This is an optimization exercise on Yosys and OpenROAD, whose aim is small area, not a production implementation. The RTL was checked by simulation tests, not by an equivalence proof against the original design. No driver is modelled on the clock port, so clock power and skew are understated where the tree is cut down; a real chip needs a root buffer or a tree. Power is estimated from default activity; no workload was simulated.

// Simon_Game
module Simon_Game(
    input  logic       clk,
    input  logic       rst,
    input  logic [7:0] SW,
    output logic [7:0] LED,
    output logic [6:0] seg0
);
export LEC_CHECK = 0
export CAP_MARGIN = 20
export CORE_AREA = 2.5 2.5 58.5 58.5
export DIE_AREA = 0 0 61 61
export PLACE_DENSITY = 0.8
export SLEW_MARGIN = 20
export SYNTH_HIERARCHICAL = 1
export SYNTH_MINIMUM_KEEP_SIZE = 0
create_clock -name core_clock -period 6.0 [get_ports {clk}]
standard.sh (not shown) runs the stock make flow with config.mk's settings and CLKGATE_MAP_FILE= SYNTH_SCRIPT=/design/flow/synth_recipe.tcl, a recipe that flattens the netlist after the stock synthesis.
==> flow/flow/run.sh <==
#!/bin/bash
# Standard synthesis, then every combinational cell at its smallest size, then
# the standard layout with the smallest buffer on each port and a small clock
# tree without dummy loads. Each tool's output goes to its own log here.
set -euo pipefail
bash standard.sh synth > synth.log 2>&1
python3 flow/downsize.py orfs/results/sky130hd/Simon_Game/base/1_2_yosys.v \
  "$FLOW_HOME/platforms/sky130hd/lef/sky130_fd_sc_hd_merged.lef" > downsize.log 2>&1
bash standard.sh BUFFER_PORTS_ARGS="-buffer_cell sky130_fd_sc_hd__buf_1" \
  CTS_ARGS="-sink_clustering_enable -repair_clock_nets -dont_use_dummy_load -root_buf sky130_fd_sc_hd__clkbuf_8 -buf_list sky130_fd_sc_hd__clkbuf_8" \
  RECOVER_POWER=100 finish > layout.log 2>&1
==> flow/flow/downsize.py <==
#!/usr/bin/env python3
"""Give every combinational cell of a synthesized netlist the smallest drive
strength of its family (the strongest among equal sizes) (same cell name without the _N suffix), using the cell
sizes in the platform LEF. Registers keep their cell. Rewrites the netlist in
place and prints each change."""
import re
import sys

netlist, lef = sys.argv[1], sys.argv[2]
area = {}
text = open(lef).read()
for m in re.finditer(r"MACRO\s+(\S+)(.*?)END\s+\1", text, re.S):
    s = re.search(r"SIZE\s+([\d.]+)\s+BY\s+([\d.]+)", m.group(2))
    if s:
        area[m.group(1)] = float(s.group(1)) * float(s.group(2))

families = {}
for name in area:
    m = re.fullmatch(r"(sky130_fd_sc_hd__[a-z0-9]+)_(\d+)", name)
    if m:
        families.setdefault(m.group(1), []).append(name)

def smallest(cell):
    m = re.fullmatch(r"(sky130_fd_sc_hd__([a-z0-9]+))_(\d+)", cell)
    if not m or m.group(2).startswith(("df", "sdf", "edf", "dl", "conb")):
        return cell
    best = min(families.get(m.group(1), [cell]), key=lambda c: (area[c], -int(c.rsplit("_", 1)[1])))
    return best if area[best] < area[cell] else cell

src = open(netlist).read()
count = {}
lines = []
for line in src.split("\n"):
    m = re.match(r"^(\s*)(sky130_fd_sc_hd__\w+)(\s.*)$", line)
    if m:
        new = smallest(m.group(2))
        if new != m.group(2):
            count[(m.group(2), new)] = count.get((m.group(2), new), 0) + 1
            line = m.group(1) + new + m.group(3)
    lines.append(line)
open(netlist, "w").write("\n".join(lines))
for (a, b), n in sorted(count.items()):
    print(f"{n:4d} {a} -> {b}")
==> next run, changes <==
==> flow/flow/run.sh (replaced) <==
#!/bin/bash
# Standard synthesis, then every combinational cell at its smallest size, then
# the standard layout with the smallest buffer on each port and a clock tree of
# four buffers fed by the clock port. Each tool's output goes to its own log.
set -euo pipefail
bash standard.sh synth > synth.log 2>&1
python3 flow/downsize.py orfs/results/sky130hd/Simon_Game/base/1_2_yosys.v \
  "$FLOW_HOME/platforms/sky130hd/lef/sky130_fd_sc_hd_merged.lef" > downsize.log 2>&1
bash standard.sh BUFFER_PORTS_ARGS="-buffer_cell sky130_fd_sc_hd__buf_1" \
  PRE_CTS_TCL="$PWD/flow/cts_quad.tcl" CLOCK_LEAF_BUF=sky130_fd_sc_hd__clkbuf_4 \
  RECOVER_POWER=100 finish > layout.log 2>&1
==> flow/flow/cts_quad.tcl (new file) <==
# Clock tree: the clock port drives four clock buffers directly, each at the
# centre of one quarter of the clock pins (split at the median x, then at the
# median y of each half), and each buffer drives the clock pins of its quarter.
# It replaces clock_tree_synthesis in ORFS's cts step, which then legalizes
# and repairs as usual. The buffer cell is CLOCK_LEAF_BUF.
rename clock_tree_synthesis orfs_clock_tree_synthesis
proc split_half {items key} {
  set sorted [lsort -integer -index $key $items]
  set h [expr {[llength $sorted] / 2}]
  return [list [lrange $sorted 0 [expr {$h - 1}]] [lrange $sorted $h end]]
}
proc clock_tree_synthesis {args} {
  set block [ord::get_db_block]
  set clk_net [$block findNet clk]
  $clk_net setSigType CLOCK
  set master [[ord::get_db] findMaster $::env(CLOCK_LEAF_BUF)]
  set sinks {}
  foreach it [$clk_net getITerms] {
    set loc [[$it getInst] getLocation]
    lappend sinks [list $it [lindex $loc 0] [lindex $loc 1]]
  }
  set groups {}
  foreach half [split_half $sinks 1] {
    foreach quarter [split_half $half 2] {
      lappend groups $quarter
    }
  }
  set k 0
  foreach group $groups {
    if {[llength $group] == 0} { continue }
    set buf [odb::dbInst_create $block $master clkbuf_leaf_$k]
    set leaf [odb::dbNet_create $block clknet_leaf_$k]
    $leaf setSigType CLOCK
    set xs 0
    set ys 0
    foreach s $group {
      set it [lindex $s 0]
      incr xs [lindex $s 1]
      incr ys [lindex $s 2]
      $it disconnect
      $it connect $leaf
    }
    [$buf findITerm A] connect $clk_net
    [$buf findITerm X] connect $leaf
    set n [llength $group]
    $buf setLocation [expr {$xs / $n}] [expr {$ys / $n}]
    $buf setPlacementStatus PLACED
    puts "clock buffer $k ($::env(CLOCK_LEAF_BUF)) drives $n clock pins"
    incr k
  }
  set_propagated_clock [all_clocks]
}
Effect:
- The changed run finished with timing, DRC and antenna clean
- cell count came out lower slightly
- design area shrinks by a few percent
- first-iteration DRC count is higher by well over a third
- total power goes down by roughly a tenth
- sequential share of layout area increases by 1.2 points
- via count is unchanged
- global-route usage goes down by 2.3 points
- combinational power barely changes
- die area stays the same
- synthesized cell count is unchanged
- worst setup slack gets better by 0.077 ns
==> next run, changes <==
==> flow/flow/run.sh (replaced) <==
#!/bin/bash
# Standard synthesis, then every combinational cell at its smallest size, then
# the standard layout with the smallest buffer on each port and a small clock
# tree without dummy loads. Each tool's output goes to its own log here.
set -euo pipefail
bash standard.sh synth > synth.log 2>&1
python3 flow/downsize.py orfs/results/sky130hd/Simon_Game/base/1_2_yosys.v \
  "$FLOW_HOME/platforms/sky130hd/lef/sky130_fd_sc_hd_merged.lef" > downsize.log 2>&1
bash standard.sh BUFFER_PORTS_ARGS="-buffer_cell sky130_fd_sc_hd__buf_1" \
  CTS_ARGS="-sink_clustering_enable -repair_clock_nets -dont_use_dummy_load -root_buf sky130_fd_sc_hd__clkbuf_4 -buf_list sky130_fd_sc_hd__clkbuf_4" \
  RECOVER_POWER=100 finish > layout.log 2>&1
CORE_AREA = not set   (was 2.5 2.5 58.5 58.5)
CORE_MARGIN = 2   (was not set)
CORE_UTILIZATION = 60   (was not set)
DIE_AREA = not set   (was 0 0 61 61)
removed: flow/flow/cts_quad.tcl
After rerunning: Utilization increases by 12 points. Fmax decreases by 4.3%. Routed wire length increases by 2.3%. Setup slack degrades by 0.12 ns. Design area decreases by 0.58%. First-iteration DRC count increases by 4.9%. Die area decreases by 17%. Total power increases by about 5%. Worst hold slack improves by 0.0041 ns.
==> next run, changes <==
CORE_AREA = 2.5 2.5 58.5 58.5   (was not set)
CORE_MARGIN = not set   (was 2)
CORE_UTILIZATION = not set   (was 60)
DIE_AREA = 0 0 61 61   (was not set)
The new run finished clean.
First-iteration DRC count goes down by well over a third.
Setup slack gets worse by 0.022 ns.
Wire length went down slightly.
Count of clock-buffer cells in the layout does not change.
Non-clock buffer count is unchanged.
Sequential share of layout area is lower by 0.58 points.
The clock cells of the second run of this note come from the design's own scripts or RTL, not from TritonCTS.

[re-timing with driven ports]
In the flow no input, the clock included, has a driving cell. The finished layouts below were timed again as built, in two steps. Step 1 assumes that a clkbuf_16 drives the clock port and a buf_2 every other input. Step 2 also shifts input and output timing later by t, the mid clock arrival at the registers, as if the neighbouring blocks saw the same clock. Slacks: ideal / step 1 / step 2; pairs: ideal / step 1.
run | t, ns | setup slack, ns | worst register clock-pin slew, ns
the first run | 0.304 | 3.305 / 3.281 / 3.432 | 0.08 / 0.08
the second run | 0.199 | 3.381 / 3.342 / 3.455 | 0.11 / 0.11
the third run | 0.345 | 3.263 / 3.241 / 3.437 | 0.12 / 0.12
the fourth run | 0.347 | 3.241 / 3.220 / 3.436 | 0.11 / 0.11
After both steps every run listed still meets setup and hold.
